Context: an optimization exercise on an open-source flow, tuned for small area, a short achievable clock period and few clock cycles. The choices shown serve that exercise and are no tape-out recipe.
RTL that was checked went through simulation tests only; none was proved equivalent to the original.
No activity file was given, so power comes from the tool's default toggle rates.

== run E ==
## LASER
module LASER (
    input CLK,
    input RST,
    input [3:0] X,
    input [3:0] Y,
    output reg [3:0] C1X,
    output reg [3:0] C1Y,
    output reg [3:0] C2X,
    output reg [3:0] C2Y,
    output reg DONE);
  integer i, s;
  reg       inph;         
  reg [5:0] incnt;
  reg       fmode;        
  reg [2:0] fpass;
  reg [4:0] fk;           
  reg       smode;        
  reg [2:0] spass;
  reg [3:0] scx, scy;
  reg [4:0] ssub;
  reg [5:0] sacc;
  reg [5:0] best;
  reg [7:0] pa [0:19];
  reg [7:0] pb [0:19];
  reg [4:0] hix;
  always @(posedge CLK) begin
    for (i = 1; i < 20; i = i + 1) begin
      pa[i] <= pa[i-1];
      pb[i] <= pb[i-1];
    end
    pa[0] <= (inph && incnt < 6'd20) ? {X, Y} : pa[19];
    pb[0] <= (inph && incnt >= 6'd20) ? {X, Y} : pb[19];
    hix <= (inph || hix == 5'd19) ? 5'd0 : hix + 5'd1;
  end
  reg [15:0] bm [0:15];
  reg [3:0]  ro;
  wire [3:0] setpos = Y - ro + 4'd1;
  wire       bclr = inph && incnt == 6'd0;
  always @(posedge CLK) begin
    ro <= ro - 4'd1;
    for (i = 0; i < 16; i = i + 1)
      bm[i] <= (bm[(i + 15) % 16] & {16{!bclr}}) |
               ((inph && setpos == i) ? (16'd1 << X) : 16'd0);
  end
  function automatic [16:0] therm(input [3:0] q);
    therm[0]  = 1'b1;
    therm[1]  = q[3] | q[2] | q[1] | q[0];
    therm[2]  = q[3] | q[2] | q[1];
    therm[3]  = q[3] | q[2] | (q[1] & q[0]);
    therm[4]  = q[3] | q[2];
    therm[5]  = q[3] | (q[2] & (q[1] | q[0]));
    therm[6]  = q[3] | (q[2] & q[1]);
    therm[7]  = q[3] | (q[2] & q[1] & q[0]);
    therm[8]  = q[3];
    therm[9]  = q[3] & (q[2] | q[1] | q[0]);
    therm[10] = q[3] & (q[2] | q[1]);
    therm[11] = q[3] & (q[2] | (q[1] & q[0]));
    therm[12] = q[3] & q[2];
    therm[13] = q[3] & q[2] & (q[1] | q[0]);
    therm[14] = q[3] & q[2] & q[1];
    therm[15] = q[3] & q[2] & q[1] & q[0];
    therm[16] = 1'b0;
  endfunction
  function automatic incirc(input [3:0] cx, input [3:0] cy, input [3:0] px, input [3:0] py);
    reg [3:0] adx, ady;
    begin
      adx = (px >= cx) ? px - cx : cx - px;
      ady = (py >= cy) ? py - cy : cy - py;
      case (ady)
        4'd0: incirc = adx <= 4'd4;
        4'd1, 4'd2: incirc = adx <= 4'd3;
  ...
clock: 6.5 ns
lec_check: 0
cap_margin: 20
core_margin: 2
core_utilization: 40
setup_slack_margin: 3.0
slew_margin: 20
run.sh (not shown) runs the stock make flow with config.mk's settings and CLKGATE_MAP_FILE= SYNTH_SCRIPT=/design/flow/synth_recipe.tcl, a recipe that flattens the netlist after the stock synthesis.
diff inputs: run E => run A
--- a/flow/design.v
+++ b/flow/design.v
@@ -25,17 +25,17 @@
   reg [4:0] hix;
   always @(posedge CLK) begin
     for (i = 1; i < 20; i = i + 1) begin
       pa[i] <= pa[i-1];
       pb[i] <= pb[i-1];
     end
     pa[0] <= (inph && incnt < 6'd20) ? {X, Y} : pa[19];
     pb[0] <= (inph && incnt >= 6'd20) ? {X, Y} : pb[19];
-    hix <= (inph || hix == 5'd19) ? 5'd0 : hix + 5'd1;
+    hix <= (inph || hix == 5'd19) ? (inph ? 5'd19 : 5'd0) : hix + 5'd1;
   end
   reg [15:0] bm [0:15];
   reg [3:0]  ro;
   wire [3:0] setpos = Y - ro + 4'd1;
   wire       bclr = inph && incnt == 6'd0;
   always @(posedge CLK) begin
     ro <= ro - 4'd1;
     for (i = 0; i < 16; i = i + 1)
@@ -1497,17 +1497,17 @@
           if (fpass == 3'd6 || (fpass >= 3'd2 && fconv)) begin
             fmode <= 1'b0;
             DONE <= 1'b1;
           end
         end else begin
           fk <= fk + 5'd1;
         end
       end else begin
-        fk <= 5'd0;
+        fk <= (inph && incnt == 6'd39) ? 5'd1 : 5'd0;
         fpass <= 3'd0;
       end
       if (goslow) smode <= 1'b1;
       sgap <= 1'b0;
       if (tfin) DONE <= 1'b1;
       if (stest) begin
         ssub <= sstep ? 5'd0 : ssub + 5'd1;
         if (sstep) begin
@@ -1523,17 +1523,17 @@
         spass <= 3'd0;
         scx <= 4'd0;
         scy <= 4'd0;
       end
     end
     cpcR <= cpc;
     if (v2)
       acc <= (fk == 5'd2 ? 6'd0 : acc) + {1'b0, cpcR};
-    if (fk == 5'd0)
+    if (fk == 5'd0 || !fmode)
       found <= 1'b0;
     else if (tupd) begin
       found <= 1'b1;
       maxE <= rmM;
       bx <= rxM;
       by <= ryM;
     end
     tA <= stest && covA;
On run A: number of gates resized after cts is 38 lower than what run E gave.
Summary — non-clock buffer count, run A relative to run E: higher, by 95.
Against run E, clock-buffer cell count in run A fell by more than 10%.
Between run E and run A, the via count is lower for run A.
Combinational share of power: run A < run E
Going from run E to run A, the count of cells along the worst register-to-register path was found to have gone up by 5.
Run A — met1 routed wirelength after detailed routing about 2% higher, run E as reference
Measured against each other, run E and run A differ in share of total power in sequential cells, the higher figure coming from run A.
Compared with run E, in run A total routing usage reported by global routing up 0.16 points, global-route wire length before repair down about 1.2%, cell count climbed 50.
Testbench counts of run A, summed over its fixed seeds: cycles 16,565.
For run E, only the layout was checked, not whether the RTL still works.

-- what the ideal ports hide --
How much do the figures lean on ideal ports? The routed layouts below were timed once more, with nothing changed but the port constraints.
Step 1 assumes that a clkbuf_16 drives the clock port and a buf_2 every other input.
Step 2 adds t to the input delays and takes it off the output delays; t is the mean of the earliest and latest rising clock arrival at the registers after step 1. Input paths then give back, and output paths get back, about the clock's delay inside the block.
Three values: ideal, step 1, step 2; two values: the first two.
| run | t, ns | setup WS [ns] | latest minus earliest clock arrival (ns) | slew at the worst register clock pin (ns) | cell pins on the clock port's net |
|---|---|---|---|---|---|
| run E | 0.794 | 2.546 / 2.546 / 2.285 | 0.096 / 0.096 | 0.07 / 0.07 | 1 |
| run A | 0.761 | 2.159 / 2.159 / 2.159 | 0.108 / 0.107 | 0.08 / 0.08 | 1 |
After both steps setup and hold are still met in every run listed. For run E, which loses most, drivers alone change the setup slack by 0.000 ns; drivers and shift together by -0.261 ns.
